Context: an optimization exercise on an open-source flow, tuned for small area, a short achievable clock period and few clock cycles per item. The choices shown serve that exercise and are no tape-out recipe. At most, simulation tests tie the RTL to the original design; equivalence was not proved. For run 7, only the layout was checked, not whether the RTL still works. No activity file was given, so power comes from the tool's default toggle rates.

### flow/map_out.abc
strash
dch
map -D 1200
topo
stime -c
buffer -c
upsize -c -D 1200
dnsize -c -D 1200
stime -c
### flow/synth.tcl
# Standard synthesis (synth_recipe.tcl, sourced unchanged) with two changes made
# from outside it: no full-adder extraction (ADDER_MAP_FILE is left empty on
# make's command line) and ABC technology mapping with delay-driven scripts:
# flow/map_out.abc for the logic between the registers and the outputs, then
# flow/map.abc for the rest.
proc abc {args} {
  set out {}
  set skip 0
  foreach a $args {
    if {$skip} { set skip 0; continue }
    if {$a eq "-script" || $a eq "-D"} { set skip 1; continue }
    lappend out $a
  }
  set dir $::env(MY_FLOW_DIR)
  if {[file exists $dir/map_out.abc]} {
    yosys select -set outcone o:* %ci*:-sky130_fd_sc_hd__edfxtp_1:-sky130_fd_sc_hd__dfrtp_1:-sky130_fd_sc_hd__dfxtp_1 t:\$_* %i
    puts "abc override: output cone with $dir/map_out.abc"
    yosys abc -script $dir/map_out.abc {*}$out @outcone
  }
  puts "abc override: rest with $dir/map.abc"
  yosys abc -script $dir/map.abc {*}$out
}
source $::env(MY_WORK_DIR)/synth_recipe.tcl
### flow/map.abc
strash
dch
map -D 1700
topo
stime -c
buffer -c
upsize -c -D 1700
dnsize -c -D 1700
stime -c
### config.mk
export PLATFORM = sky130hd
export DESIGN_NAME = mult8
export DESIGN_NICKNAME = mult8
export VERILOG_FILES = /design/flow/design.v
export SDC_FILE = /design/flow/constraint.sdc
export NUM_CORES = 4
export LEC_CHECK = 0
export CAP_MARGIN = 20
export CORE_MARGIN = 2
export CORE_UTILIZATION = 40
export CTS_BUF_LIST = sky130_fd_sc_hd__clkbuf_4
export CTS_CLUSTER_DIAMETER = 20
export GPL_TIMING_DRIVEN = 0
export PLACE_DENSITY = 0.6
export SLEW_MARGIN = 20
### design.v
module mult8(clk, nRST, c_ALL, m_busy, a_data, b_data, mult_out, m_finish);
input clk;
input nRST;
input c_ALL;
input m_busy;
input [7:0] a_data;
input [7:0] b_data;
output m_finish;
reg m_finish;
output [15:0] mult_out;
wire bo_0;
wire bt_0;
wire bn_0;
wire pp_0_0;
wire pp_0_1;
wire pp_0_2;
wire pp_0_3;
wire pp_0_4;
wire pp_0_5;
wire pp_0_6;
wire pp_0_7;
wire pe_0;
wire bo_1;
wire bt_1;
wire bn_1;
wire pp_1_0;
wire pp_1_1;
wire pp_1_2;
wire pp_1_3;
wire pp_1_4;
wire pp_1_5;
wire pp_1_6;
wire pp_1_7;
wire pe_1;
wire bo_2;
wire bt_2;
wire bn_2;
wire pp_2_0;
wire pp_2_1;
wire pp_2_2;
wire pp_2_3;
wire pp_2_4;
wire pp_2_5;
wire pp_2_6;
wire pp_2_7;
wire pe_2;
wire bo_3;
wire bt_3;
wire bn_3;
wire pp_3_0;
wire pp_3_1;
wire pp_3_2;
wire pp_3_3;
wire pp_3_4;
wire pp_3_5;
wire pp_3_6;
wire pp_3_7;
wire pe_3;
wire s1;
wire c2;
wire s3;
wire c4;
wire s5;
wire c6;
wire s7;
wire c8;
wire s9;
wire c10;
wire s11;
wire c12;
wire s13;
wire c14;
wire s15;
wire c16;
wire s17;
wire c18;
wire s19;
wire c20;
wire s21;
wire c22;
wire s23;
wire c24;
wire s25;
wire c26;
wire s27;
wire c28;
wire s29;
wire c30;
wire s31;
wire c32;
wire s33;
wire c34;
wire s35;
wire c36;
wire s37;
wire c38;
wire s39;
wire c40;
wire s41;
wire c42;
wire s43;
wire c44;
wire s45;
wire c46;
wire s47;
wire c48;
wire [15:0] row_a, row_b;
assign bo_0 = b_data[0] ^ 1'b0;
assign bt_0 = (b_data[1] & ~b_data[0] & ~1'b0) | (~b_data[1] & b_data[0] & 1'b0);
assign bn_0 = b_data[1];
assign pp_0_0 = ((bo_0 & a_data[0]) | (bt_0 & 1'b0)) ^ bn_0;
assign pp_0_1 = ((bo_0 & a_data[1]) | (bt_0 & a_data[0])) ^ bn_0;
assign pp_0_2 = ((bo_0 & a_data[2]) | (bt_0 & a_data[1])) ^ bn_0;
assign pp_0_3 = ((bo_0 & a_data[3]) | (bt_0 & a_data[2])) ^ bn_0;
assign pp_0_4 = ((bo_0 & a_data[4]) | (bt_0 & a_data[3])) ^ bn_0;
assign pp_0_5 = ((bo_0 & a_data[5]) | (bt_0 & a_data[4])) ^ bn_0;
assign pp_0_6 = ((bo_0 & a_data[6]) | (bt_0 & a_data[5])) ^ bn_0;
assign pp_0_7 = ((bo_0 & a_data[7]) | (bt_0 & a_data[6])) ^ bn_0;
assign pe_0 = ~(((bo_0 | bt_0) & a_data[7]) ^ bn_0);
assign bo_1 = b_data[2] ^ b_data[1];
assign bt_1 = (b_data[3] & ~b_data[2] & ~b_data[1]) | (~b_data[3] & b_data[2] & b_data[1]);
assign bn_1 = b_data[3];
assign pp_1_0 = ((bo_1 & a_data[0]) | (bt_1 & 1'b0)) ^ bn_1;
assign pp_1_1 = ((bo_1 & a_data[1]) | (bt_1 & a_data[0])) ^ bn_1;
assign pp_1_2 = ((bo_1 & a_data[2]) | (bt_1 & a_data[1])) ^ bn_1;
assign pp_1_3 = ((bo_1 & a_data[3]) | (bt_1 & a_data[2])) ^ bn_1;
assign pp_1_4 = ((bo_1 & a_data[4]) | (bt_1 & a_data[3])) ^ bn_1;
assign pp_1_5 = ((bo_1 & a_data[5]) | (bt_1 & a_data[4])) ^ bn_1;
assign pp_1_6 = ((bo_1 & a_data[6]) | (bt_1 & a_data[5])) ^ bn_1;
assign pp_1_7 = ((bo_1 & a_data[7]) | (bt_1 & a_data[6])) ^ bn_1;
assign pe_1 = ~(((bo_1 | bt_1) & a_data[7]) ^ bn_1);
assign bo_2 = b_data[4] ^ b_data[3];
assign bt_2 = (b_data[5] & ~b_data[4] & ~b_data[3]) | (~b_data[5] & b_data[4] & b_data[3]);
assign bn_2 = b_data[5];
assign pp_2_0 = ((bo_2 & a_data[0]) | (bt_2 & 1'b0)) ^ bn_2;
assign pp_2_1 = ((bo_2 & a_data[1]) | (bt_2 & a_data[0])) ^ bn_2;
assign pp_2_2 = ((bo_2 & a_data[2]) | (bt_2 & a_data[1])) ^ bn_2;
assign pp_2_3 = ((bo_2 & a_data[3]) | (bt_2 & a_data[2])) ^ bn_2;
assign pp_2_4 = ((bo_2 & a_data[4]) | (bt_2 & a_data[3])) ^ bn_2;
assign pp_2_5 = ((bo_2 & a_data[5]) | (bt_2 & a_data[4])) ^ bn_2;
assign pp_2_6 = ((bo_2 & a_data[6]) | (bt_2 & a_data[5])) ^ bn_2;
assign pp_2_7 = ((bo_2 & a_data[7]) | (bt_2 & a_data[6])) ^ bn_2;
assign pe_2 = ~(((bo_2 | bt_2) & a_data[7]) ^ bn_2);
assign bo_3 = b_data[6] ^ b_data[5];
assign bt_3 = (b_data[7] & ~b_data[6] & ~b_data[5]) | (~b_data[7] & b_data[6] & b_data[5]);
assign bn_3 = b_data[7];
assign pp_3_0 = ((bo_3 & a_data[0]) | (bt_3 & 1'b0)) ^ bn_3;
assign pp_3_1 = ((bo_3 & a_data[1]) | (bt_3 & a_data[0])) ^ bn_3;
assign pp_3_2 = ((bo_3 & a_data[2]) | (bt_3 & a_data[1])) ^ bn_3;
assign pp_3_3 = ((bo_3 & a_data[3]) | (bt_3 & a_data[2])) ^ bn_3;
assign pp_3_4 = ((bo_3 & a_data[4]) | (bt_3 & a_data[3])) ^ bn_3;
assign pp_3_5 = ((bo_3 & a_data[5]) | (bt_3 & a_data[4])) ^ bn_3;
assign pp_3_6 = ((bo_3 & a_data[6]) | (bt_3 & a_data[5])) ^ bn_3;
assign pp_3_7 = ((bo_3 & a_data[7]) | (bt_3 & a_data[6])) ^ bn_3;
assign pe_3 = ~(((bo_3 | bt_3) & a_data[7]) ^ bn_3);
assign s1 = pp_0_2 ^ pp_1_0 ^ bn_1;
assign c2 = (pp_0_2 & pp_1_0) | (bn_1 & (pp_0_2 ^ pp_1_0));
assign s3 = pp_0_3 ^ pp_1_1 ^ c2;
assign c4 = (pp_0_3 & pp_1_1) | (c2 & (pp_0_3 ^ pp_1_1));
assign s5 = pp_0_4 ^ pp_1_2 ^ pp_2_0;
assign c6 = (pp_0_4 & pp_1_2) | (pp_2_0 & (pp_0_4 ^ pp_1_2));
assign s7 = bn_2 ^ s5 ^ c4;
assign c8 = (bn_2 & s5) | (c4 & (bn_2 ^ s5));
assign s9 = pp_0_5 ^ pp_1_3 ^ pp_2_1;
assign c10 = (pp_0_5 & pp_1_3) | (pp_2_1 & (pp_0_5 ^ pp_1_3));
assign s11 = c6 ^ s9 ^ c8;
assign c12 = (c6 & s9) | (c8 & (c6 ^ s9));
assign s13 = pp_0_6 ^ pp_1_4 ^ pp_2_2;
assign c14 = (pp_0_6 & pp_1_4) | (pp_2_2 & (pp_0_6 ^ pp_1_4));
assign s15 = pp_3_0 ^ bn_3 ^ c10;
assign c16 = (pp_3_0 & bn_3) | (c10 & (pp_3_0 ^ bn_3));
assign s17 = s13 ^ s15 ^ c12;
assign c18 = (s13 & s15) | (c12 & (s13 ^ s15));
assign s19 = pp_0_7 ^ pp_1_5 ^ pp_2_3;
assign c20 = (pp_0_7 & pp_1_5) | (pp_2_3 & (pp_0_7 ^ pp_1_5));
assign s21 = pp_3_1 ^ c14 ^ s19;
assign c22 = (pp_3_1 & c14) | (s19 & (pp_3_1 ^ c14));
assign s23 = c16 ^ s21 ^ c18;
assign c24 = (c16 & s21) | (c18 & (c16 ^ s21));
assign s25 = 1'b1 ^ pe_0 ^ pp_1_6;
assign c26 = (1'b1 & pe_0) | (pp_1_6 & (1'b1 ^ pe_0));
assign s27 = pp_2_4 ^ pp_3_2 ^ c20;
assign c28 = (pp_2_4 & pp_3_2) | (c20 & (pp_2_4 ^ pp_3_2));
assign s29 = s25 ^ c22 ^ s27;
assign c30 = (s25 & c22) | (s27 & (s25 ^ c22));
assign s31 = 1'b1 ^ pp_1_7 ^ pp_2_5;
assign c32 = (1'b1 & pp_1_7) | (pp_2_5 & (1'b1 ^ pp_1_7));
assign s33 = pp_3_3 ^ c26 ^ s31;
assign c34 = (pp_3_3 & c26) | (s31 & (pp_3_3 ^ c26));
assign s35 = c28 ^ s33 ^ c30;
assign c36 = (c28 & s33) | (c30 & (c28 ^ s33));
assign s37 = pe_1 ^ pp_2_6 ^ pp_3_4;
assign c38 = (pe_1 & pp_2_6) | (pp_3_4 & (pe_1 ^ pp_2_6));
assign s39 = c32 ^ s37 ^ c34;
assign c40 = (c32 & s37) | (c34 & (c32 ^ s37));
assign s41 = 1'b1 ^ pp_2_7 ^ pp_3_5;
assign c42 = (1'b1 & pp_2_7) | (pp_3_5 & (1'b1 ^ pp_2_7));
assign s43 = c38 ^ s41 ^ c40;
assign c44 = (c38 & s41) | (c40 & (c38 ^ s41));
assign s45 = pe_2 ^ pp_3_6 ^ c42;
assign c46 = (pe_2 & pp_3_6) | (c42 & (pe_2 ^ pp_3_6));
assign s47 = 1'b1 ^ pp_3_7 ^ c46;
assign c48 = (1'b1 & pp_3_7) | (c46 & (1'b1 ^ pp_3_7));
assign row_a = {1'b1, pe_3, s47, c44, s43, c36, s35, c24, s23, s17, s11, s7, s3, s1, pp_0_1, pp_0_0};
assign row_b = {1'b0, c48, 1'b0, s45, 1'b0, s39, 1'b0, s29, 1'b0, 1'b0, 1'b0, 1'b0, 1'b0, 1'b0, 1'b0, bn_0};
wire [6:0] lo_sum;
assign lo_sum[6:0] = row_a[5:0] + row_b[5:0];
reg [5:0] lo_q;
reg lo_c;
reg [8:0] hi_a;
reg [3:0] hi_b;
always @(posedge clk or negedge nRST)
begin
    if(nRST == 1'b0)
        m_finish <= 1'b0;
    else if(c_ALL == 1'b1)
        m_finish <= 1'b0;
    else if(m_busy == 1'b0)
        m_finish <= 1'b1;
end
always @(posedge clk)
begin
    if(m_busy == 1'b0)
    begin
        lo_q <= lo_sum[5:0];
        lo_c <= lo_sum[6];
        hi_a <= {row_a[14], row_a[13], row_a[12], row_a[11], row_a[10], row_a[9], row_a[8], row_a[7], row_a[6]};
        hi_b <= {row_b[14], row_b[12], row_b[10], row_b[8]};
    end
end
assign mult_out[5:0] = lo_q;
assign mult_out[15:6] = {1'b1, hi_a[8], hi_a[7], hi_a[6], hi_a[5], hi_a[4], hi_a[3], hi_a[2], hi_a[1], hi_a[0]} + {1'b0, hi_b[3], 1'b0, hi_b[2], 1'b0, hi_b[1], 1'b0, hi_b[0], 1'b0, 1'b0} + lo_c;
endmodule
### standard.sh
#!/bin/bash
# synth_recipe.tcl (not shown) runs the flow's synth.tcl, then flattens the netlist and writes it again
# the make line also repeats each setting of config.mk as NAME=value (left out here)
make -C /OpenROAD-flow-scripts/flow DESIGN_CONFIG=/design/flow/config.mk WORK_HOME=/design/flow/orfs CLKGATE_MAP_FILE= SYNTH_SCRIPT=/design/flow/synth_recipe.tcl "${@:-finish}"
### flow/run.sh
#!/bin/bash
# Own layout flow: the standard flow (standard.sh), with its synthesis
# script swapped for flow/synth.tcl, which sources the standard script
# synth_recipe.tcl but skips full-adder extraction and maps with flow/map.abc.
set -euo pipefail
work=$(pwd)
export MY_WORK_DIR=$work
export MY_FLOW_DIR=$work/flow
sed -e "s#SYNTH_SCRIPT=[^ ]*#SYNTH_SCRIPT=$work/flow/synth.tcl ADDER_MAP_FILE= BUFFER_PORTS_ARGS=\"-buffer_cell sky130_fd_sc_hd__buf_1\"#" standard.sh > own_standard.sh
bash own_standard.sh > own_flow.log 2>&1
### constraint.sdc
create_clock -name core_clock -period 5.0 [get_ports {clk}]
set_input_delay 1.0000 -clock core_clock [delete_from_list [all_inputs] [get_ports {clk}]]
set_output_delay 1.0000 -clock core_clock [all_outputs]
set_load 0.01 [all_outputs]
==> flow_summary.json, run 1 <==
{
  "status": "no timing/DRC/antenna violations",
  "area_growth_pct": 10.4,
  "synth_cell_types": 42,
  "detail_route.wl_per_cell_um": 10.5,
  "crit_type": "input port to flop",
  "die_x_um": 81.2,
  "finalCriticalPeriod_ps": 2950,
  "syn_nets": 327,
  "start_util_pct": 40.7,
  "yosysSeqAreaShare_pct": 26.2,
  "final_common_cell": "nand2_1",
  "fin_worst_skew_ps": 0,
  "drive_gt1_share_pct": 12.5,
  "avgSynthCellArea_sq_um": 7.76,
  "ctsResizeCount": 0,
  "grt_pass1_wl_um": 7850,
  "routed_wl_um": 4390,
  "dpl.hpwl_um": 3650,
  "ant_nets": 0,
  "syn-cell-area_sq_um": 2380,
  "grt_max_degree": 22,
  "antenna_cells": 0,
  "tightest_slew_ps": 775,
  "fmax_ghz": 0.340,
  "synthArstFlopShare_pct": 4.76,
  "final_nets": 366,
  "period_share_pct": 58.9,
  "p_leak_nw": 1.18,
  "grt_pass1_vias": 1809,
  "htreeDepth": 1,
  "rsz0062_at_grt": "no",
  "grt_use_total_pct": 14.9,
  "clockBufferDepth": 2,
  "postCtsSetupBuffers": 0,
  "dieArea_sq_um": 6590,
  "finalHoldViolations": 0,
  "drc_errors": 0,
  "grt.overflow.total": 0,
  "cp-end-kind": "flop",
  "drt_pass1_iterations": 4,
  "synth_warnings": 1,
  "synth-main-ff-cell": "edfxtp_1",
  "finalNonFillerCells": 420,
  "ir_drop_mv": 0.133,
  "ctsHoldBuffers": 0,
  "coreArea_sq_um": 5850,
  "synth-xor-area-share_pct": 23.3,
  "setup_viol": 0,
  "synthSimpleGateAreaFrac_pct": 28.7,
  "ys_ff_latch": 21,
  "relSlewSlack_pct": 48.3,
  "synth_mux_area_share_pct": 0,
  "gp_congestion": 0.840,
  "fill_cells": 612,
  "slew_violations": 0,
  "synth_top_area_share_pct": 25.2,
  "hold_class": "input port to asynchronous set/reset pin",
  "rows": 28,
  "synth_top_area_cell": "edfxtp_1",
  "synth_top_family_by_area": "simple AND/OR/NAND/NOR gates",
  "powerDensity_nw_per_um2": 368,
  "cp.arrival_ps": 3020,
  "start_kind": "input port",
  "synthTopCellsByArea": "edfxtp_1, xor2_1, nand2_1",
  "maxCapViolCount": 0,
  "cts_tree": "built",
  "layout_common_cells": "nand2_1, xor2_1, nor2_1",
  "drtIter0Drc": 86,
  "die_h_um": 81.2,
  "num_io_pins": 37,
  "vias": 2048,
  "clk_pin_slew_worst_paths_ps": 120,
  "antenna_found_initial": 0,
  "synth_edf_count": 20,
  "cts_root_buf": "clkbuf_4",
  "synthCells": 307,
  "fin_setup_tns_ps": 0,
  "cts_sinks": 21,
  "cts_inserted_buffers": 3,
  "avgViaCountPerCell": 4.88,
  "required_ps": 5080,
  "io_buffer_count": 34,
  "dp.cells": 416,
  "synth_fa_ha_area_share_pct": 0,
  "cp_max_fo": 7,
  "synth_compound_area_share_pct": 15.6,
  "clock_latency_ps": 300
}
## synth_stat cells (4+ instances only)
master and count:
inv_1 21, nand2_2 5, xor2_1 44, or2_2 5, a21o_1 4, or2_1 4
nor2_1 35, xnor2_1 12, o22ai_1 25, edfxtp_1 20, nand2_1 60, nand3_1 16
a21oi_1 8
## worst max-delay path: stages
cell	delay (ps)
buf_1	90
bufinv_8	200
o21ai_4	250
o22ai_2	100
xor2_1	240
or2_4	190
nand3b_4	80
nand2_2	70
xor2_1	160
and2_1	230
nor2_4	50
a21oi_2	160
o21bai_1	130
nand2_1	60
## routing by layer
metal  GRT usage (%)  routed length [um]
met5               0                   0
met4            4.58                  48
met3            1.00                 200
met2            23.7                1920
met1            21.7                2230
## area by class of cell
| class | instances | area (sq um) | share of cell area [%] |
|---|---|---|---|
| inverters | 26 | 111 | 4.23 |
| multi-input cells | 256 | 1610 | 61.2 |
| repair buffers | 34 | 128 | 4.85 |
| plain buffers | 4 | 35.0 | 1.33 |
| flip-flops and latches | 21 | 626 | 23.8 |
| clock buffers | 3 | 22.5 | 0.856 |
| well taps | 75 | 93.8 | 3.56 |
| clock inverters | 1 | 5.00 | 0.190 |
## power breakdown
group	switching, W	total, W	internal, W
clock	0.0000526	0.0000824	0.0000298
combinational	0.000346	0.000589	0.000244
sequential	0.0000262	0.000298	0.000272
## through the flow
stage	util [%]	total power [W]	instance area (sq um)	setup WS, ps	hold WS (ps)
floorplan	-	0.000783	2380	1950	535
global placement	44.5	0.000891	2610	1750	481
detailed placement	44.5	0.000901	2610	1700	494
CTS	45.0	0.000986	2630	2040	417
global route	45.0	0.00108	2630	1810	415
finish	45.0	0.000970	2630	2050	433
## registers in the layout, summed over array words and instances, names as in the netlist
| signal | flops |
|---|---|
| hi_a | 9 |
| lo_q | 6 |
| hi_b | 4 |
| lo_c | 1 |
| m_finish | 1 |
## cell families (layout without fill, tap and decap cells)
family,Yosys count,in the layout
xor gates and xnor gates,60,60
DFF,21,21
AOI/OAI and AO/OA,55,55
and+or+nand+nor,141,141
buffers and inverters,30,68
## final timing paths
kind	cells past startpoint	from	endpoint	slack, ps
min in group core_clock	2	m_finish	m_finish	520
setup reg to reg	2	m_finish	m_finish	4360
setup / recovery	14	b_data[3]	hi_a[1]	2050
max in group asynchronous	1	nRST	m_finish	4470
hold reg to reg	2	m_finish	m_finish	520
hold / removal	1	nRST	m_finish	430
Testbench counts, summed over its fixed seeds: cycles 3,200, items 3,200.
==> run 2, diff against run 1 <==
--- a/config.mk
+++ b/config.mk
@@ -11,3 +11,2 @@
 export CTS_BUF_LIST = sky130_fd_sc_hd__clkbuf_4
-export CTS_CLUSTER_DIAMETER = 20
 export GPL_TIMING_DRIVEN = 0
==> run 2 against run 1 <==
  * Utilization did not move
  * Synthesized area did not move
  * Critical path depth did not move
  * Clock skew did not move
  * Register-to-register slack barely moved
  * Worst hold slack did not move
  * Maximum frequency did not move
  * Final cell count did not move
  * Clock power barely moved
  * Setup slack did not move
  * Largest cell class unchanged
  * Highest routed layer unchanged
==> flow_summary.json, run 2 <==
{
  "status": "no timing/DRC/antenna violations",
  "start_kind": "input port",
  "yosysSeqAreaShare_pct": 26.2,
  "setup_ws_ps": 2050,
  "holdWs_ps": 433,
  "coreArea_sq_um": 5850,
  "ys_ff_latch": 21,
  "start_util_pct": 40.7,
  "cpMostUsedCell": "xor2_1",
  "clockBufferDepth": 2,
  "grt_use_total_pct": 14.9,
  "gp_congestion": 0.840,
  "routed_wl_um": 4390,
  "synthCells": 307,
  "p_leak_nw": 1.18,
  "avgViaCountPerCell": 4.88,
  "htreeDepth": 1,
  "fmax_ghz": 0.340,
  "drc_errors": 0,
  "postCtsSetupBuffers": 0,
  "avgSynthCellArea_sq_um": 7.76,
  "largest_register_ffs": 9,
  "ant_nets": 0,
  "cts_sinks": 21,
  "max_stage_delay_ps": 250,
  "fill_cells": 612,
  "top_regs": "hi_a (9), lo_q (6), hi_b (4)",
  "clk_pin_slew_worst_paths_ps": 120,
  "drive_gt1_share_pct": 12.5,
  "synthTopCellsByArea": "edfxtp_1, xor2_1, nand2_1",
  "synthArstFlopShare_pct": 4.76,
  "grt.overflow.total": 0,
  "slew_violations": 0,
  "required_ps": 5080,
  "synth_top_area_share_pct": 25.2,
  "tightest_slew_ps": 775,
  "crit_type": "input port to flop",
  "vias": 2048,
  "synthTopCellsByCount": "nand2_1, xor2_1, nor2_1",
  "layout_common_cells": "nand2_1, xor2_1, nor2_1",
  "finalCriticalPeriod_ps": 2950,
  "syn-cell-area_sq_um": 2380,
  "cts_inserted_buffers": 3,
  "final_common_cell": "nand2_1",
  "io_buffer_count": 34,
  "cp-end-kind": "flop",
  "rsz0062_at_grt": "no",
  "clock_latency_ps": 300,
  "setup_viol": 0,
  "period_share_pct": 58.9,
  "power_w": 0.000970,
  "crit_slowest_cell": "o21ai_4",
  "final_nets": 366,
  "maxCapViolCount": 0,
  "die_x_um": 81.2,
  "top_register": "hi_a",
  "crit_chain": "buf_1 > bufinv_8 > o21ai_4 > o22ai_2 > xor2_1 > or2_4 > nand3b_4 > nand2_2 > xor2_1 > and2_1 > nor2_4 > a21oi_2 > o21bai_1 > nand2_1",
  "grt_pass1_vias": 1809,
  "fin_worst_skew_ps": 0,
  "cp_max_fo": 7,
  "hold_class": "input port to asynchronous set/reset pin",
  "ctsResizeCount": 0,
  "num_io_pins": 37,
  "grt_pass1_wl_um": 7850,
  "powerDensity_nw_per_um2": 368,
  "dieArea_sq_um": 6590,
  "drtIter0Drc": 86,
  "area_growth_pct": 10.4,
  "cts_tree": "built",
  "cts_root_buf": "clkbuf_4",
  "antenna_found_initial": 0,
  "grt_max_degree": 22,
  "drt_pass1_iterations": 4,
  "synth_top_area_cell": "edfxtp_1",
  "rows": 28,
  "die_h_um": 81.2,
  "synth_edf_count": 20,
  "synth_cell_types": 42,
  "antenna_cells": 0,
  "detail_route.wl_per_cell_um": 10.5,
  "cp.arrival_ps": 3020,
  "relSlewSlack_pct": 48.3,
  "synth_warnings": 1,
  "synth-main-ff-cell": "edfxtp_1",
  "place_ws_ps": 1700,
  "syn_nets": 327,
  "regArea_sq_um": 626,
  "fin_setup_tns_ps": 0,
  "yosysMostFrequentCell": "nand2_1",
  "ir_drop_mv": 0.133,
  "finalHoldViolations": 0,
  "multi_input_area_sq_um": 1610,
  "dpl.hpwl_um": 3650,
  "ctsHoldBuffers": 0
}
==> run 2: where the power goes <==
group	total (W)	internal, W	switching (W)
Sequential	0.000298	0.000272	0.0000262
Clock	0.0000824	0.0000298	0.0000526
Combinational	0.000589	0.000244	0.000346
Total	0.000970	0.000546	0.000424
==> run 2: final timing paths <==
check,start,endpoint,slack (ps),depth (start not counted)
max in group asynchronous,nRST,m_finish,4470,1
setup / recovery,b_data[3],hi_a[1],2050,14
hold / removal,nRST,m_finish,430,1
hold reg to reg,m_finish,m_finish,520,2
setup reg to reg,m_finish,m_finish,4360,2
min in group core_clock,m_finish,m_finish,520,2
==> run 2: area by class of cell <==
type	count	area share (%)
Tap cell	75	3.56
Inverter	26	4.23
Timing Repair Buffer	34	4.85
Clock inverter	1	0.190
Multi-Input combinational cell	256	61.2
Buffer	4	1.33
Sequential cell	21	23.8
Clock buffer	3	0.856
==> run 2: worst max-delay path: cells and delay by family <==
family	cells	cell delay, ps
XOR/XNOR	2	400
buffers and inverters	2	290
AND/OR/NAND/NOR	6	680
AO/OA/AOI/OAI	4	640
==> run 2: logic make-up (layout without fill, tap and decap cells) <==
| family | Yosys count | count (layout) | share of synthesized area, % |
|---|---|---|---|
| buffers and inverters | 30 | 68 | 6.14 |
| AO/OA/AOI/OAI | 55 | 55 | 15.6 |
| AND/OR/NAND/NOR | 141 | 141 | 28.7 |
| XOR/XNOR | 60 | 60 | 23.3 |
| flip-flops | 21 | 21 | 26.2 |
==> run 2: metrics by stage <==
step / area, sq um / utilization, % / std cells
floorplan: 2380 / - / 307
global placement: 2610 / 44.5 / 416
detailed placement: 2610 / 44.5 / 416
CTS: 2630 / 45.0 / 420
global route: 2630 / 45.0 / 420
finish: 2630 / 45.0 / 420
==> run 2: layer usage <==
| layer | track usage (%) | routed length, um |
|---|---|---|
| met1 | 21.7 | 2230 |
| met2 | 23.7 | 1920 |
| met3 | 1.00 | 200 |
| met4 | 4.58 | 48 |
| met5 | 0 | 0 |
==> run 3, diff against run 2 <==
==> flow/map_out.abc (replaced) <==
strash
dch
map -D 900
topo
stime -c
buffer -c
upsize -c -D 900
dnsize -c -D 900
stime -c
==> run 3 against run 2 <==
  * Still clean on timing, DRC and antenna
  * Combinational power is 5.4% higher
  * Sequential share of layout area decreased by 0.43 points
  * Synthesized area rose by 1.9%
  * Worst hold slack worse by 7.2 ps
  * Synthesized cell count rose by 1.6%
  * Critical path type unchanged
  * Largest power group unchanged
  * Highest routed layer unchanged
==> flow_summary.json, run 3 <==
{
  "synth_top_area_share_pct": 24.7,
  "relSlewSlack_pct": 46.7,
  "crit_slowest_cell": "o21ai_4",
  "yosysSeqAreaShare_pct": 25.7,
  "synthCells": 312,
  "antenna_found_initial": 0,
  "clk_pin_slew_worst_paths_ps": 110,
  "cp.arrival_ps": 3040,
  "hold_class": "input port to asynchronous set/reset pin",
  "top_regs": "hi_a (9), lo_q (6), hi_b (4)",
  "grt_pass1_vias": 1937,
  "detail_route.wl_per_cell_um": 10.7,
  "rows": 28,
  "postCtsSetupBuffers": 0,
  "cp_max_fo": 7,
  "crit_type": "input port to flop",
  "max_stage_delay_ps": 250,
  "top_register": "hi_a",
  "rsz0062_at_grt": "no",
  "cts_inserted_buffers": 3,
  "cp.buffers_inverters": 2,
  "crit_chain": "buf_1 > bufinv_8 > o21ai_4 > o22ai_2 > xor2_1 > or2_4 > nand3b_4 > nand2_2 > xor2_1 > and2_1 > nor2_4 > a21oi_2 > o21bai_1 > nand2_1",
  "io_buffer_count": 34,
  "vias": 2056,
  "r2r_start": "m_finish",
  "final_common_cell": "nand2_1",
  "drive_gt1_share_pct": 15.1,
  "routed_wl_um": 4530,
  "layout_common_cells": "nand2_1, xor2_1, nor2_1",
  "synth-xor-area-share_pct": 22.9,
  "fin_area_sq_um": 2680,
  "gp_congestion": 0.820,
  "setup_viol": 0,
  "final_nets": 371,
  "r2r_cells": 2,
  "synth_cell_types": 44,
  "ctsResizeCount": 0,
  "grt_pass1_wl_um": 8020,
  "start_util_pct": 41.3,
  "cp_top_family": "simple AND/OR/NAND/NOR gates",
  "drt_pass1_iterations": 5,
  "synth-main-ff-cell": "edfxtp_1",
  "fin_setup_tns_ps": 0,
  "cts_sinks": 21,
  "synth_warnings": 1,
  "avgViaCountPerCell": 4.84,
  "maxCapViolCount": 0,
  "cpMostUsedCell": "xor2_1",
  "slew_violations": 0,
  "p_leak_nw": 1.20,
  "syn-cell-area_sq_um": 2430,
  "num_io_pins": 37,
  "synth_top_area_cell": "edfxtp_1",
  "powerDensity_nw_per_um2": 377,
  "required_ps": 5080,
  "grt.overflow.total": 0,
  "start_kind": "input port",
  "avgSynthCellArea_sq_um": 7.79,
  "grt_use_total_pct": 15.0,
  "fin_worst_skew_ps": 0,
  "clock_latency_ps": 310,
  "coreArea_sq_um": 5890,
  "cts_tree": "built",
  "cp-end-kind": "flop",
  "reg2reg_to": "m_finish",
  "area_growth_pct": 10.4,
  "status": "no timing/DRC/antenna violations",
  "ir_drop_mv": 0.182,
  "cts_root_buf": "clkbuf_4",
  "grt_max_degree": 22,
  "synthTopCellsByCount": "nand2_1, xor2_1, nor2_1",
  "synthTopCellsByArea": "edfxtp_1, xor2_1, nand2_1",
  "fmax_ghz": 0.338,
  "fill_cells": 639,
  "tightest_slew_ps": 799,
  "synth_edf_count": 20,
  "die_x_um": 81.9,
  "ant_nets": 0,
  "period_share_pct": 59.1,
  "r2r_setup_slack_ps": 4360,
  "synth_fa_ha_area_share_pct": 0,
  "dieArea_sq_um": 6710,
  "ys_ff_latch": 21,
  "ctsHoldBuffers": 0,
  "finalHoldViolations": 0,
  "finalCriticalPeriod_ps": 2960,
  "synthArstFlopShare_pct": 4.76,
  "htreeDepth": 1,
  "antenna_cells": 0,
  "synthSimpleGateAreaFrac_pct": 29.2,
  "largest_register_ffs": 9,
  "drtIter0Drc": 68,
  "synth_top_family_by_area": "simple AND/OR/NAND/NOR gates",
  "drc_errors": 0,
  "dpl.hpwl_um": 3710,
  "synth_compound_area_share_pct": 15.6,
  "yosysMostFrequentCell": "nand2_1",
  "clockBufferDepth": 2,
  "syn_nets": 332,
  "synth_mux_area_share_pct": 0,
  "die_h_um": 81.9,
  "dpl_cell_area_sq_um": 2650
}
## run 3: how the worst max path moves through the flow
stage / startpoint / to / slack [ps] / depth (start not counted)
finish: b_data[3] / hi_a[1] / 2040 / 14
global route: b_data[0] / hi_a[1] / 1770 / 15
CTS: b_data[3] / hi_a[1] / 2050 / 14
detailed placement: b_data[3] / hi_a[1] / 1710 / 14
global placement: b_data[3] / hi_a[1] / 1750 / 14
floorplan: b_data[1] / hi_a[1] / 1950 / 14
## run 3: metal layers
layer / GRT usage, % / share of wire [%] / vias up
li1: - / - / 1119
met1: 20.3 / 50 / 892
met2: 24.8 / 45 / 38
met3: 0.769 / 3.2 / 7
met4: 6.17 / 1.9 / 0
met5: 0 / 0 / -
## run 3: area by class of cell
| class | instances | area, sq um | area share [%] |
|---|---|---|---|
| Buffer | 4 | 35.0 | 1.31 |
| Clock buffer | 4 | 30.0 | 1.12 |
| Inverter | 30 | 126 | 4.71 |
| Multi-Input combinational cell | 257 | 1640 | 61.3 |
| Sequential cell | 21 | 626 | 23.3 |
| Tap cell | 75 | 93.8 | 3.50 |
| Timing Repair Buffer | 34 | 128 | 4.76 |
## run 3: cell families after synthesis
| kind of cell | Yosys count |
|---|---|
| simple gates | 143 |
| xor+xnor | 60 |
| compound gates | 54 |
| buf+inv | 34 |
| flops | 21 |
## run 3: where the power goes
| part | internal, W | total, W | switching (W) | leakage (nW) |
|---|---|---|---|---|
| clock network | 0.0000366 | 0.0000883 | 0.0000517 | 0.0184 |
| registers | 0.000273 | 0.000301 | 0.0000287 | 0.208 |
| logic | 0.000253 | 0.000621 | 0.000368 | 0.971 |
| total | 0.000562 | 0.00101 | 0.000448 | 1.20 |
## run 3: stage by stage
| stage | hold slack [ps] | util (%) | total power [W] | setup slack, ps | cells |
|---|---|---|---|---|---|
| after floorplan | 535 | - | 0.000812 | 1950 | 312 |
| after global placement | 478 | 45.0 | 0.000923 | 1750 | 421 |
| after detailed placement | 495 | 45.0 | 0.000933 | 1710 | 421 |
| after CTS | 422 | 45.6 | 0.00102 | 2050 | 425 |
| after global routing | 428 | 45.6 | 0.00112 | 1770 | 425 |
| final | 426 | 45.6 | 0.00101 | 2040 | 425 |
==> run 4, diff against run 3 <==
--- a/flow/run.sh
+++ b/flow/run.sh
@@ -8,3 +8,3 @@
 export MY_FLOW_DIR=$work/flow
-sed -e "s#SYNTH_SCRIPT=[^ ]*#SYNTH_SCRIPT=$work/flow/synth.tcl ADDER_MAP_FILE= BUFFER_PORTS_ARGS=\"-buffer_cell sky130_fd_sc_hd__buf_1\"#" standard.sh > own_standard.sh
+sed -e "s#SYNTH_SCRIPT=[^ ]*#SYNTH_SCRIPT=$work/flow/synth.tcl ADDER_MAP_FILE= SETUP_MOVE_SEQUENCE=unbuffer,sizeup,swap BUFFER_PORTS_ARGS=\"-buffer_cell sky130_fd_sc_hd__buf_1\"#" standard.sh > own_standard.sh
 bash own_standard.sh > own_flow.log 2>&1
==> flow/map.abc (replaced) <==
strash
dch
map -D 1600
topo
stime -c
buffer -c
upsize -c -D 1600
dnsize -c -D 1600
stime -c
==> flow/map_out.abc (replaced) <==
strash
dch
map -D 1200
topo
stime -c
buffer -c
upsize -c -D 1200
dnsize -c -D 1200
stime -c
--- a/config.mk
+++ b/config.mk
@@ -13,2 +13,4 @@
 export PLACE_DENSITY = 0.6
+export SETUP_SLACK_MARGIN = 2.2
 export SLEW_MARGIN = 20
+export TNS_END_PERCENT = 5
==> run 4 against run 3 <==
  * Synthesized cell count increased by 1.9%
  * Sequential power shrank 2%
  * Combinational power rose by 4.8%
  * Critical endpoint is now hi_a[5]
  * Highest routed layer unchanged
  * Largest power group unchanged
  * Register-to-register slack about the same
  * Non-clock buffer count unchanged
  * Flip-flop and latch count unchanged
  * Clock-buffer cell count did not move
  * Still clean
==> flow_summary.json, run 4 <==
{
  "die_h_um": 81.8,
  "period_share_pct": 56.0,
  "multi_input_area_sq_um": 1860,
  "ctsHoldBuffers": 0,
  "powerDensity_nw_per_um2": 351,
  "clk_pin_slew_worst_paths_ps": 120,
  "dieArea_sq_um": 6690,
  "vias": 2153,
  "ant_nets": 0,
  "grt_use_total_pct": 15.8,
  "gp_congestion": 0.824,
  "htreeDepth": 1,
  "synth_cell_types": 45,
  "setup_viol": 0,
  "routed_wl_um": 5000,
  "synth_top_area_share_pct": 24.8,
  "fmax_ghz": 0.357,
  "maxCapViolCount": 0,
  "tightest_slew_ps": 788,
  "rsz0062_at_grt": "yes",
  "holdWs_ps": 424,
  "synthArstFlopShare_pct": 4.76,
  "synthTopCellsByCount": "nand2_1, xor2_1, nor2_1",
  "finalCriticalPeriod_ps": 2800,
  "rows": 28,
  "synthTopCellsByArea": "edfxtp_1, xor2_1, nand2_1",
  "max_stage_delay_ps": 290,
  "avgSynthCellArea_sq_um": 7.62,
  "grt.overflow.total": 0,
  "detail_route.wl_per_cell_um": 11.6,
  "yosysMostFrequentCell": "nand2_1",
  "crit_type": "input port to flop",
  "cts_sinks": 21,
  "cp.arrival_ps": 2860,
  "final_common_cell": "nand2_1",
  "io_buffer_count": 34,
  "die_x_um": 81.8,
  "num_io_pins": 37,
  "top_register": "hi_a",
  "r2r_start": "m_finish",
  "regArea_sq_um": 626,
  "crit_chain": "clkbuf_2 > buf_8 > nor2_1 > o21ai_2 > o22ai_2 > xor2_2 > xnor2_1 > or2_1 > a21boi_2 > o21ai_2 > xnor2_1",
  "cts_tree": "built",
  "clockBufferDepth": 2,
  "p_leak_nw": 1.29,
  "top_regs": "hi_a (9), lo_q (6), hi_b (4)",
  "cts_inserted_buffers": 3,
  "ys_ff_latch": 21,
  "grt_max_degree": 22,
  "r2r_setup_slack_ps": 4360,
  "reg2reg_to": "m_finish",
  "dpl.hpwl_um": 3950,
  "coreArea_sq_um": 5890,
  "synth-main-ff-cell": "edfxtp_1",
  "grt_pass1_vias": 1934,
  "postCtsSetupBuffers": 0,
  "hold_class": "input port to asynchronous set/reset pin",
  "finalHoldViolations": 0,
  "fin_worst_skew_ps": 0,
  "antenna_cells": 0,
  "yosysSeqAreaShare_pct": 25.8,
  "final_util_pct": 50.0,
  "start_kind": "input port",
  "avgViaCountPerCell": 5.00,
  "syn_nets": 338,
  "final_nets": 377,
  "relSlewSlack_pct": 47.4,
  "synthCells": 318,
  "grt_pass1_wl_um": 8340,
  "fill_cells": 611,
  "start_util_pct": 41.2,
  "clock_latency_ps": 310,
  "synth_warnings": 1,
  "required_ps": 5060,
  "crit_slowest_cell": "o21ai_2",
  "syn-cell-area_sq_um": 2420,
  "cts_root_buf": "clkbuf_4",
  "largest_register_ffs": 9,
  "drive_gt1_share_pct": 24.4,
  "slew_violations": 0,
  "drtIter0Drc": 70,
  "area_growth_pct": 21.5,
  "fin_setup_tns_ps": 0,
  "synth_edf_count": 20,
  "antenna_found_initial": 0,
  "cp_max_fo": 10,
  "status": "no timing/DRC/antenna violations",
  "crit_start": "b_data[5]",
  "synth_top_area_cell": "edfxtp_1",
  "drc_errors": 0,
  "drt_pass1_iterations": 4,
  "ir_drop_mv": 0.189,
  "cp-end-kind": "flop",
  "layout_common_cells": "nand2_1, xor2_1, buf_1",
  "r2r_cells": 2
}
==> run 4: cell count changes after synthesis, sizes merged, moves of 2 or more <==
cell	previous run	this run
a21oi	8	10
nand2	67	71
xor2	45	39
o211ai	0	2
nor2	39	27
nand3	17	25
nand4	0	2
inv	28	31
==> run 4: how the worst max path moves through the flow <==
stage,to,slack [ps],depth (start not counted)
6_report,hi_a[5],2200,11
5_1_grt,hi_a[2],2070,15
2_1_floorplan,hi_a[1],2110,14
3_5_place_dp,hi_a[2],1740,13
3_3_place_gp,hi_a[2],1760,13
4_1_cts,mult_out[15],2180,7
==> run 4: report_power, final <==
part | switching, W | internal (W) | leakage, nW
Clock | 0.0000512 | 0.0000366 | 0.0184
Sequential | 0.0000276 | 0.000266 | 0.208
Combinational | 0.000386 | 0.000265 | 1.06
==> run 4: area by class of cell <==
class,instances,share of cell area (%)
inverter,31,4.46
clock buffer,4,1.02
buffer,4,1.87
multi-input combinational,262,63.2
sequential,21,21.2
tap,75,3.19
timing repair buffer,34,4.97
==> run 4: kinds of logic (layout without fill, tap and decap cells) <==
| logic type | Yosys count | count (layout) | synth area share (%) |
|---|---|---|---|
| buf+inv | 35 | 73 | 6.35 |
| compound gates | 63 | 63 | 18.2 |
| flops | 21 | 21 | 25.8 |
| xor+xnor | 54 | 54 | 21.1 |
| simple gates | 145 | 145 | 28.6 |
==> run 4: stage by stage <==
step	worst slack (ps)	instance area (sq um)	power (W)	cells
floorplan	2110	2420	0.000763	318
global placement	1760	2640	0.000878	427
detailed placement	1740	2640	0.000890	427
CTS	2180	2770	0.00100	431
global route	2070	2940	0.00114	431
finish	2200	2940	0.00103	431
==> run 4: critical path, delay by kind of cell <==
family / cells / cell delay (ps)
buffers and inverters: 2 / 270
AND/OR/NAND/NOR: 2 / 360
AO/OA/AOI/OAI: 4 / 780
XOR/XNOR: 3 / 430
==> run 4: metal layers <==
metal | track usage, % | routed length, um | up-vias | share of wire (%)
li1 | - | - | 1157 | -
met3 | 1.32 | 124 | 5 | 2.5
met2 | 26.9 | 2400 | 32 | 48
met1 | 21.0 | 2410 | 959 | 48
met4 | 5.00 | 69 | 0 | 1.4
met5 | 0 | 0 | - | 0
==> run 4: repair_timing <==
item / CTS / global route
endpoints found under the setup margin: 13 / 17
gates resized for setup: 22 / 45
gates cloned: 0 / 0
pin swaps: 12 / 23
==> run 5, diff against run 4 <==
--- a/flow/run.sh
+++ b/flow/run.sh
@@ -8,3 +8,3 @@
 export MY_FLOW_DIR=$work/flow
-sed -e "s#SYNTH_SCRIPT=[^ ]*#SYNTH_SCRIPT=$work/flow/synth.tcl ADDER_MAP_FILE= SETUP_MOVE_SEQUENCE=unbuffer,sizeup,swap BUFFER_PORTS_ARGS=\"-buffer_cell sky130_fd_sc_hd__buf_1\"#" standard.sh > own_standard.sh
+sed -e "s#SYNTH_SCRIPT=[^ ]*#SYNTH_SCRIPT=$work/flow/synth.tcl ADDER_MAP_FILE= ABC_DRIVER_CELL=sky130_fd_sc_hd__buf_2 BUFFER_PORTS_ARGS=\"-buffer_cell sky130_fd_sc_hd__buf_2\"#" standard.sh > own_standard.sh
 bash own_standard.sh > own_flow.log 2>&1
==> flow/map.abc (replaced) <==
strash
dch
map -D 1700
topo
stime -c
buffer -c
upsize -c -D 1700
dnsize -c -D 1700
stime -c
--- a/config.mk
+++ b/config.mk
@@ -13,4 +13,2 @@
 export PLACE_DENSITY = 0.6
-export SETUP_SLACK_MARGIN = 2.2
 export SLEW_MARGIN = 20
-export TNS_END_PERCENT = 5
==> run 5 against run 4 <==
  * Still clean
  * Sequential power grew 2%
  * Final cell count shrank 3.2%
  * Register-to-register slack is essentially flat
  * Non-clock buffer count is the same
  * Synthesized area shrank 2.6%
  * Synthesized cell count shrank 3.5%
  * Critical path depth grew 2
  * Critical path type unchanged
==> flow_summary.json, run 5 <==
{
  "status": "no timing/DRC/antenna violations",
  "fmax_ghz": 0.336,
  "antenna_cells": 0,
  "synth_top_area_cell": "edfxtp_1",
  "synth-main-ff-cell": "edfxtp_1",
  "synthTopCellsByCount": "nand2_1, xor2_1, nor2_1",
  "drt_pass1_iterations": 4,
  "finalCriticalPeriod_ps": 2980,
  "finalHoldViolations": 0,
  "ctsResizeCount": 0,
  "start_kind": "input port",
  "grt_pass1_vias": 1825,
  "r2r_cells": 2,
  "cp.arrival_ps": 3060,
  "htreeDepth": 1,
  "top_regs": "hi_a (9), lo_q (6), hi_b (4)",
  "grt.overflow.total": 0,
  "postCtsSetupBuffers": 0,
  "wl_met2_um": 2040,
  "drtIter0Drc": 123,
  "cts_tree": "built",
  "area_growth_pct": 12.3,
  "required_ps": 5080,
  "io_buffer_count": 34,
  "reg2reg_to": "m_finish",
  "wl_met1_um": 2240,
  "synth_cell_types": 41,
  "rows": 27,
  "intPower_w": 0.000574,
  "setup_viol": 0,
  "grt_pass1_wl_um": 7790,
  "cts_root_buf": "clkbuf_4",
  "avgSynthCellArea_sq_um": 7.69,
  "syn_nets": 327,
  "grt_use_total_pct": 14.8,
  "slew_violations": 0,
  "largest_register_ffs": 9,
  "final_nets": 366,
  "hold_class": "input port to asynchronous set/reset pin",
  "yosysSeqAreaShare_pct": 26.5,
  "clockBufferDepth": 2,
  "period_share_pct": 59.6,
  "antenna_found_initial": 0,
  "coreArea_sq_um": 5610,
  "multi_input_area_sq_um": 1580,
  "crit_type": "input port to flop",
  "synthArstFlopShare_pct": 4.76,
  "clock_latency_ps": 310,
  "cts_inserted_buffers": 3,
  "fin_worst_skew_ps": 0,
  "p_switching_w": 0.000427,
  "relSlewSlack_pct": 45.5,
  "cp-end-kind": "flop",
  "r2r_start": "m_finish",
  "fill_cells": 601,
  "avgViaCountPerCell": 4.97,
  "fin_area_sq_um": 2650,
  "routed-wl-met3_um": 236,
  "dpl_cell_area_sq_um": 2620,
  "regArea_sq_um": 626,
  "ctsHoldBuffers": 0,
  "vias": 2073,
  "cp_max_fo": 10,
  "gp_congestion": 0.814,
  "synth_top_area_share_pct": 25.5,
  "dieArea_sq_um": 6530,
  "final_common_cell": "nand2_1",
  "synth_warnings": 1,
  "die_x_um": 80.8,
  "clk_pin_slew_worst_paths_ps": 120,
  "drive_gt1_share_pct": 22.0,
  "p_leak_nw": 1.26,
  "drc_errors": 0,
  "die_h_um": 80.8,
  "powerDensity_nw_per_um2": 378,
  "num_io_pins": 37,
  "power_w": 0.00100,
  "switching_share_pct": 42.7,
  "p_seq_share_pct": 29.9,
  "comb_power_share_pct": 61.1,
  "synthCells": 307,
  "yosysMostFrequentCell": "nand2_1",
  "fin_setup_tns_ps": 0,
  "start_util_pct": 42.1,
  "top_register": "hi_a",
  "syn-cell-area_sq_um": 2360,
  "dpl.hpwl_um": 3740,
  "clkPwrFrac_pct": 9.0,
  "r2r_setup_slack_ps": 4360,
  "synthTopCellsByArea": "edfxtp_1, xor2_1, nand2_1",
  "cts_sinks": 21,
  "routed_wl_um": 4590,
  "grt_max_degree": 22,
  "maxCapViolCount": 0,
  "ir_drop_mv": 0.169,
  "ys_ff_latch": 21,
  "top_layer": "met4",
  "detail_route.wl_per_cell_um": 11.0,
  "tightest_slew_ps": 816,
  "rsz0062_at_grt": "no",
  "layout_common_cells": "nand2_1, xor2_1, buf_2",
  "ant_nets": 0,
  "synth_edf_count": 20
}
## run 5: how the worst max path moves through the flow
stage | end | slack, ps | from
2_1_floorplan | hi_a[1] | 1960 | b_data[1]
3_3_place_gp | hi_a[1] | 1730 | b_data[3]
3_5_place_dp | hi_a[1] | 1690 | b_data[3]
4_1_cts | hi_a[1] | 2030 | b_data[3]
5_1_grt | hi_a[1] | 1750 | b_data[0]
6_report | hi_a[1] | 2020 | b_data[3]
## run 5: critical path, cell delays in order
cell,delay [ps]
buf_2,110
buf_4,170
xnor2_2,390
o22ai_1,150
xor2_1,170
nand3b_2,240
nand2_2,100
xor2_2,170
and2_4,190
nor2_4,40
a21oi_2,160
o21bai_1,130
nand2_1,60
## run 5: logic make-up after synthesis
| group | synth area share (%) |
|---|---|
| and+or+nand+nor | 28.0 |
| xor gates and xnor gates | 23.5 |
| AOI/OAI and AO/OA | 15.2 |
| buffers and inverters | 6.73 |
| DFF | 26.5 |
## run 5: layout make-up
class                   count  area share (%)
plain buffers               4            1.32
clock buffers               4            1.13
inverters                  26            4.67
multi-input cells         256            59.4
flip-flops and latches     21            23.6
well taps                  72            3.40
repair buffers             34            6.42
## run 5: layer usage
layer  vias up  track usage (%)
li1       1102                -
met1       903             20.3
met2        59             24.5
met5         -                0
met4         0             4.07
met3         9             2.00
## run 5: power groups by stage
stage	clock network [W]	registers (W)	logic, W
global route	0.000101	0.000306	0.000697
global placement	0	0.000302	0.000608
detailed placement	0	0.000304	0.000620
floorplan	0	0.000305	0.000476
CTS	0.0000927	0.000300	0.000622
finish	0.0000901	0.000299	0.000612
## run 5: stage by stage
step / util [%] / hold slack, ps / worst slack (ps) / instances
floorplan: - / 535 / 1960 / 307
CTS: 47.3 / 439 / 2030 / 417
finish: 47.3 / 440 / 2020 / 417
global placement: 46.7 / 475 / 1730 / 413
detailed placement: 46.7 / 496 / 1690 / 413
global route: 47.3 / 422 / 1750 / 417
==> run 6, diff against run 5 <==
--- a/flow/run.sh
+++ b/flow/run.sh
@@ -8,3 +8,3 @@
 export MY_FLOW_DIR=$work/flow
-sed -e "s#SYNTH_SCRIPT=[^ ]*#SYNTH_SCRIPT=$work/flow/synth.tcl ADDER_MAP_FILE= ABC_DRIVER_CELL=sky130_fd_sc_hd__buf_2 BUFFER_PORTS_ARGS=\"-buffer_cell sky130_fd_sc_hd__buf_2\"#" standard.sh > own_standard.sh
+sed -e "s#SYNTH_SCRIPT=[^ ]*#SYNTH_SCRIPT=$work/flow/synth.tcl ADDER_MAP_FILE= ABC_DRIVER_CELL=sky130_fd_sc_hd__buf_4 BUFFER_PORTS_ARGS=\"-buffer_cell sky130_fd_sc_hd__buf_4\"#" standard.sh > own_standard.sh
 bash own_standard.sh > own_flow.log 2>&1
==> run 6 against run 5 <==
  * Critical path depth is 1 higher
  * Worst hold slack worse by 0.57 ps
  * Utilization is 1.7 points higher
  * Maximum frequency is 3.2% higher
  * Final cell count stayed put
  * Routed wire length is 2.0% lower
  * Register-to-register slack hardly changed
  * First-iteration DRC count is 37% lower
  * Setup slack better by 93 ps
  * Clock power is 2% lower
  * Synthesized area is 0.48% lower
  * Critical endpoint is now lo_q[5]
==> flow_summary.json, run 6 <==
{
  "syn_nets": 326,
  "cp-end-kind": "flop",
  "largest_register_ffs": 9,
  "die_x_um": 80.6,
  "maxCapViolCount": 0,
  "ctsResizeCount": 0,
  "cp.buffers_inverters": 1,
  "period_share_pct": 57.7,
  "powerDensity_nw_per_um2": 381,
  "antenna_found_initial": 0,
  "place_ws_ps": 1760,
  "synth_top_area_share_pct": 25.6,
  "drc_errors": 0,
  "cp_top_family": "simple AND/OR/NAND/NOR gates",
  "synth_cell_types": 39,
  "final_nets": 366,
  "fill_cells": 578,
  "cp_max_fo": 8,
  "grt_pass1_wl_um": 7990,
  "top_layer": "met4",
  "dpl_cell_area_sq_um": 2700,
  "detail_route.wl_per_cell_um": 10.8,
  "grt_use_total_pct": 15.2,
  "syn-cell-area_sq_um": 2350,
  "area_growth_pct": 16.3,
  "ir_drop_mv": 0.178,
  "antenna_cells": 0,
  "coreArea_sq_um": 5570,
  "fin_worst_skew_ps": 0,
  "crit_chain": "buf_4 > nand2_4 > nand2_1 > o21ai_2 > o22ai_1 > or2_1 > nand2_1 > or2_2 > nand2_2 > xor2_1 > nand2_1 > nor2_1 > nand2_1 > xor2_1",
  "clk_pin_slew_worst_paths_ps": 120,
  "top_regs": "hi_a (9), lo_q (6), hi_b (4)",
  "synthCells": 306,
  "top_register": "hi_a",
  "synth-main-ff-cell": "edfxtp_1",
  "finalCriticalPeriod_ps": 2890,
  "start_util_pct": 42.1,
  "relSlewSlack_pct": 46.9,
  "ant_nets": 0,
  "num_io_pins": 37,
  "cp.arrival_ps": 2950,
  "drtIter0Drc": 77,
  "rows": 27,
  "max_stage_delay_ps": 290,
  "cts_root_buf": "clkbuf_4",
  "start_kind": "input port",
  "postCtsSetupBuffers": 0,
  "drive_gt1_share_pct": 22.3,
  "setup_ws_ps": 2110,
  "cts_tree": "built",
  "yosysMostFrequentCell": "nand2_1",
  "layout_common_cells": "nand2_1, xor2_1, buf_4",
  "synthTopCellsByCount": "nand2_1, xor2_1, nor2_1",
  "crit_type": "input port to flop",
  "routed-wl-met3_um": 141,
  "power_w": 0.00104,
  "cpMostUsedCell": "nand2_1",
  "clock_latency_ps": 300,
  "wl_met2_um": 2000,
  "ys_ff_latch": 21,
  "crit_slowest_cell": "or2_2",
  "dpl.hpwl_um": 3700,
  "drt_pass1_iterations": 4,
  "htreeDepth": 1,
  "clockBufferDepth": 2,
  "fin_area_sq_um": 2730,
  "tightest_slew_ps": 796,
  "synth_warnings": 1,
  "synthArstFlopShare_pct": 4.76,
  "io_buffer_count": 35,
  "hold_class": "input port to asynchronous set/reset pin",
  "final_common_cell": "nand2_1",
  "slew_violations": 0,
  "synthTopCellsByArea": "edfxtp_1, xor2_1, nand2_1",
  "holdWs_ps": 439,
  "die_h_um": 80.6,
  "p_leak_nw": 1.30,
  "rsz0062_at_grt": "no",
  "synth_top_area_cell": "edfxtp_1",
  "avgViaCountPerCell": 4.87,
  "status": "no timing/DRC/antenna violations",
  "gp_congestion": 0.822,
  "synth_edf_count": 20,
  "dieArea_sq_um": 6500,
  "avgSynthCellArea_sq_um": 7.67,
  "regArea_sq_um": 626,
  "grt.overflow.total": 0,
  "fmax_ghz": 0.346,
  "ctsHoldBuffers": 0,
  "multi_input_area_sq_um": 1580,
  "wl_met1_um": 2310,
  "routed_wl_um": 4500,
  "cts_inserted_buffers": 3,
  "fin_setup_tns_ps": 0,
  "setup_viol": 0,
  "required_ps": 5070,
  "vias": 2029,
  "cts_sinks": 21,
  "yosysSeqAreaShare_pct": 26.6,
  "grt_pass1_vias": 1839,
  "grt_max_degree": 22,
  "finalHoldViolations": 0
}
[run 6: report_power, final]
group	switching, W	internal, W	total (W)
Sequential	0.0000275	0.000272	0.000300
Combinational	0.000347	0.000306	0.000653
Clock	0.0000521	0.0000365	0.0000886
Total	0.000427	0.000615	0.00104
[run 6: layout make-up]
class	instances	area share (%)
Multi-Input combinational cell	256	57.8
Buffer	3	1.10
Inverter	26	4.17
Tap cell	72	3.30
Sequential cell	21	22.9
Clock buffer	4	1.10
Timing Repair Buffer	35	9.62
[run 6: worst paths after layout]
path	endpoint	start	slack (ps)	depth (start not counted)
worst max-delay path	lo_q[5]	b_data[1]	2110	14
worst min-delay path	m_finish	nRST	440	1
worst max register to register	m_finish	m_finish	4360	2
worst min register to register	m_finish	m_finish	510	2
max in group asynchronous	m_finish	nRST	4480	1
min in group core_clock	m_finish	m_finish	510	2
[run 6: metal layers]
layer / vias up / track usage [%]
met5: - / 0
met4: 0 / 5.25
met3: 4 / 1.12
met2: 37 / 24.5
met1: 880 / 21.5
li1: 1108 / -
[run 6: worst reg2reg max path: stages, from the launching register on]
cell and delay, ps:
dfrtp_1 400, nor2_1 100, nor2_1 50
[run 6: per-stage QoR]
| stage | cells | utilization [%] |
|---|---|---|
| after floorplan | 306 | - |
| after detailed placement | 413 | 48.5 |
| final | 417 | 49.0 |
| after CTS | 417 | 49.0 |
| after global placement | 413 | 48.5 |
| after global routing | 417 | 49.0 |
[run 6: kinds of logic (layout without fill, tap and decap cells)]
group	count (synthesis)	after routing	share of synthesized area [%]
buffers and inverters	29	68	6.13
DFF	21	21	26.6
AOI/OAI and AO/OA	55	55	15.1
and+or+nand+nor	141	141	28.4
xor gates and xnor gates	60	60	23.7
==> run 7, diff against run 6 <==
--- a/design.v
+++ b/design.v
@@ -155,10 +155,10 @@
 assign pe_3 = ~(((bo_3 | bt_3) & a_data[7]) ^ bn_3);
-assign s1 = pp_0_2 ^ pp_1_0 ^ bn_1;
-assign c2 = (pp_0_2 & pp_1_0) | (bn_1 & (pp_0_2 ^ pp_1_0));
+assign s1 = bn_1 ^ pp_0_2 ^ pp_1_0;
+assign c2 = (bn_1 & pp_0_2) | (pp_1_0 & (bn_1 ^ pp_0_2));
 assign s3 = pp_0_3 ^ pp_1_1 ^ c2;
 assign c4 = (pp_0_3 & pp_1_1) | (c2 & (pp_0_3 ^ pp_1_1));
-assign s5 = pp_0_4 ^ pp_1_2 ^ pp_2_0;
-assign c6 = (pp_0_4 & pp_1_2) | (pp_2_0 & (pp_0_4 ^ pp_1_2));
-assign s7 = bn_2 ^ s5 ^ c4;
-assign c8 = (bn_2 & s5) | (c4 & (bn_2 ^ s5));
+assign s5 = bn_2 ^ pp_0_4 ^ pp_1_2;
+assign c6 = (bn_2 & pp_0_4) | (pp_1_2 & (bn_2 ^ pp_0_4));
+assign s7 = pp_2_0 ^ s5 ^ c4;
+assign c8 = (pp_2_0 & s5) | (c4 & (pp_2_0 ^ s5));
 assign s9 = pp_0_5 ^ pp_1_3 ^ pp_2_1;
@@ -167,6 +167,6 @@
 assign c12 = (c6 & s9) | (c8 & (c6 ^ s9));
-assign s13 = pp_0_6 ^ pp_1_4 ^ pp_2_2;
-assign c14 = (pp_0_6 & pp_1_4) | (pp_2_2 & (pp_0_6 ^ pp_1_4));
-assign s15 = pp_3_0 ^ bn_3 ^ c10;
-assign c16 = (pp_3_0 & bn_3) | (c10 & (pp_3_0 ^ bn_3));
+assign s13 = bn_3 ^ pp_0_6 ^ pp_1_4;
+assign c14 = (bn_3 & pp_0_6) | (pp_1_4 & (bn_3 ^ pp_0_6));
+assign s15 = pp_2_2 ^ pp_3_0 ^ c10;
+assign c16 = (pp_2_2 & pp_3_0) | (c10 & (pp_2_2 ^ pp_3_0));
 assign s17 = s13 ^ s15 ^ c12;
--- a/flow/run.sh
+++ b/flow/run.sh
@@ -8,3 +8,3 @@
 export MY_FLOW_DIR=$work/flow
-sed -e "s#SYNTH_SCRIPT=[^ ]*#SYNTH_SCRIPT=$work/flow/synth.tcl ADDER_MAP_FILE= ABC_DRIVER_CELL=sky130_fd_sc_hd__buf_4 BUFFER_PORTS_ARGS=\"-buffer_cell sky130_fd_sc_hd__buf_4\"#" standard.sh > own_standard.sh
+sed -e "s#SYNTH_SCRIPT=[^ ]*#SYNTH_SCRIPT=$work/flow/synth.tcl ADDER_MAP_FILE= BUFFER_PORTS_ARGS=\"-buffer_cell sky130_fd_sc_hd__buf_1\"#" standard.sh > own_standard.sh
 bash own_standard.sh > own_flow.log 2>&1
==> flow/map.abc (replaced) <==
strash
dch
map -D 1600
topo
stime -c
buffer -c
upsize -c -D 1600
dnsize -c -D 1600
stime -c
==> run 7 against run 6 <==
  * Non-clock buffer count up 1
  * Clock power down 7.3%
  * Final cell count up 1.2%
  * Largest cell class unchanged
  * Sequential share of layout area up 0.34 points
==> flow_summary.json, run 7 <==
{
  "synth_top_area_cell": "edfxtp_1",
  "synthTopCellsByCount": "nand2_1, xor2_1, nor2_1",
  "detail_route.wl_per_cell_um": 10.5,
  "grt_pass1_wl_um": 7890,
  "intPower_w": 0.000559,
  "yosysMostFrequentCell": "nand2_1",
  "synth_cell_types": 43,
  "yosysSeqAreaShare_pct": 25.6,
  "clockBufferDepth": 2,
  "finalHoldViolations": 0,
  "dpl.hpwl_um": 3760,
  "crit_start": "b_data[0]",
  "grt.overflow.total": 0,
  "largest_register_ffs": 9,
  "max_stage_delay_ps": 250,
  "synth-main-ff-cell": "edfxtp_1",
  "setup_ws_ps": 2050,
  "p_switching_w": 0.000424,
  "ys_ff_latch": 21,
  "die_h_um": 82.1,
  "slew_violations": 0,
  "relSlewSlack_pct": 50.2,
  "avgSynthCellArea_sq_um": 7.90,
  "rsz0062_at_grt": "no",
  "tightest_slew_ps": 747,
  "cp_top_family": "compound AO/OA/AOI/OAI gates",
  "switching_share_pct": 43.2,
  "layout_common_cells": "nand2_1, xor2_1, buf_1",
  "synth_warnings": 1,
  "crit_chain": "buf_1 > inv_1 > nand2_1 > o22ai_1 > nor2_1 > a21oi_1 > nand2_1 > xnor2_1 > or2_1 > a21boi_2 > o21ai_2 > xnor2_1",
  "cts_sinks": 21,
  "fin_setup_tns_ps": 0,
  "antenna_cells": 0,
  "avgViaCountPerCell": 4.78,
  "cp-end-kind": "flop",
  "fill_cells": 617,
  "die_x_um": 82.1,
  "grt_pass1_vias": 1858,
  "comb_power_share_pct": 61.1,
  "grt_use_total_pct": 14.4,
  "num_io_pins": 37,
  "cp_max_fo": 7,
  "grt_max_degree": 22,
  "powerDensity_nw_per_um2": 365,
  "drt_pass1_iterations": 4,
  "finalCriticalPeriod_ps": 2950,
  "cp.arrival_ps": 3010,
  "top_regs": "hi_a (9), lo_q (6), hi_b (4)",
  "antenna_found_initial": 0,
  "fmax_ghz": 0.338,
  "syn_nets": 329,
  "final_nets": 368,
  "fin_worst_skew_ps": 0,
  "cts_root_buf": "clkbuf_4",
  "clk_pin_slew_worst_paths_ps": 110,
  "syn-cell-area_sq_um": 2440,
  "crit_type": "input port to flop",
  "period_share_pct": 59.1,
  "p_leak_nw": 1.18,
  "maxCapViolCount": 0,
  "top_register": "hi_a",
  "cts_inserted_buffers": 3,
  "cp.buffers_inverters": 2,
  "coreArea_sq_um": 5920,
  "synthTopCellsByArea": "edfxtp_1, xor2_1, nand2_1",
  "clkPwrFrac_pct": 8.4,
  "synthArstFlopShare_pct": 4.76,
  "htreeDepth": 1,
  "postCtsSetupBuffers": 0,
  "p_seq_share_pct": 30.6,
  "io_buffer_count": 34,
  "synthCells": 309,
  "start_kind": "input port",
  "status": "no timing/DRC/antenna violations",
  "drc_errors": 0,
  "routed_wl_um": 4420,
  "drtIter0Drc": 80,
  "holdWs_ps": 452,
  "start_util_pct": 41.2,
  "synth_edf_count": 20,
  "required_ps": 5050,
  "final_common_cell": "nand2_1",
  "cts_tree": "built",
  "ctsHoldBuffers": 0,
  "crit_slowest_cell": "a21oi_1",
  "area_growth_pct": 10.3,
  "ir_drop_mv": 0.162,
  "synth_top_area_share_pct": 24.6,
  "hold_class": "input port to asynchronous set/reset pin",
  "dieArea_sq_um": 6740,
  "vias": 2018,
  "r2r_start": "m_finish",
  "setup_viol": 0,
  "gp_congestion": 0.838,
  "rows": 28,
  "drive_gt1_share_pct": 13.3,
  "place_ws_ps": 1750,
  "ctsResizeCount": 0,
  "ant_nets": 0,
  "clock_latency_ps": 280
}
run 7: cell count changes after synthesis, sizes merged, moves of 2 or more:
| cell | change |
|---|---|
| buf | +2 |
| maj3 | +2 |
| xor2 | +6 |
| nor3 | +2 |
| nor2 | -10 |
| o211ai | +3 |
| nand3 | -7 |
| nand3b | +2 |
| a21boi | +4 |
| o22ai | -3 |
| nand2 | +6 |
| o21bai | -2 |
run 7: layout make-up:
| class | count | area, sq um | area share (%) |
|---|---|---|---|
| plain buffers | 5 | 46.3 | 1.72 |
| clock buffers | 4 | 30.0 | 1.12 |
| inverters | 25 | 93.8 | 3.49 |
| multi-input cells | 258 | 1670 | 62.2 |
| flip-flops and latches | 21 | 626 | 23.2 |
| well taps | 75 | 93.8 | 3.49 |
| repair buffers | 34 | 128 | 4.74 |
run 7: final timing paths:
| path | to | slack [ps] | cells past startpoint |
|---|---|---|---|
| hold / removal | m_finish | 450 | 1 |
| hold reg to reg | m_finish | 520 | 2 |
| setup reg to reg | m_finish | 4350 | 2 |
| setup / recovery | hi_a[5] | 2050 | 12 |
| min in group core_clock | m_finish | 520 | 2 |
| max in group asynchronous | m_finish | 4450 | 1 |
run 7: worst register-to-register path: cells and delay by family (launching register included):
family	cells	cell delay (ps)
flops	1	390
simple gates	2	160
run 7: cell families (layout without fill, tap and decap cells):
family	Yosys count	in the layout	share of synthesized area (%)
AOI/OAI and AO/OA	59	59	17.8
xor gates and xnor gates	65	65	24.3
adders and majority gates	2	2	0.923
buffers and inverters	30	68	5.74
DFF	21	21	25.6
and+or+nand+nor	132	132	25.6
run 7: power groups by stage:
stage	clock, W	sequential [W]	combinational [W]
2_1_floorplan	0	0.000306	0.000485
3_3_place_gp	0	0.000303	0.000598
3_5_place_dp	0	0.000305	0.000607
4_1_cts	0.0000881	0.000301	0.000608
5_1_grt	0.0000937	0.000310	0.000691
6_report	0.0000821	0.000300	0.000601
run 7: per-stage QoR:
step                      cells  cell area (sq um)  util, %  total power [W]
after CTS                   422               2690     45.5         0.000997
after global routing        422               2690     45.5          0.00109
final                       422               2690     45.5         0.000983
after global placement      418               2660     44.9         0.000901
after floorplan             309               2440        -         0.000792
after detailed placement    418               2660     44.9         0.000912
run 7: routing by layer:
metal,vias up,wire length (um),GRT usage (%)
met5,-,0,0
met4,0,36,3.83
met3,2,147,0.761
met2,34,2040,24.6
met1,870,2200,19.8
li1,1112,-,-

## static timing again, ports no longer ideal
In the flow no input, the clock included, has a driving cell. The finished layouts below were timed again as built, in two steps.
Step 1: set_driving_cell puts a clkbuf_16 on clk and a buf_2 on each other input, an assumption about the parent block.
Step 2 also shifts input and output timing later by t, the mid clock arrival at the registers, as if the neighbouring blocks saw the same clock.
a / b / c = no drivers / after step 1 / after step 2; a / b = the first two.
run	shift t [ns]	slack for setup (ns)	worst slew at a driven data input, ns
run 1	0.330	2.055 / 2.060 / 1.731	0.04
run 2	0.330	2.055 / 2.060 / 1.731	0.04
run 3	0.333	2.044 / 2.045 / 1.712	0.04
run 4	0.327	2.201 / 2.202 / 1.875	0.07
run 5	0.333	2.020 / 2.027 / 1.694	0.04
run 6	0.325	2.113 / 2.115 / 1.790	0.03
run 7	0.306	2.045 / 2.048 / 1.741	0.04
After both steps every run listed still meets setup and hold. For run 3, which loses most, drivers alone change the setup slack by +0.001 ns; drivers and shift together by -0.332 ns.
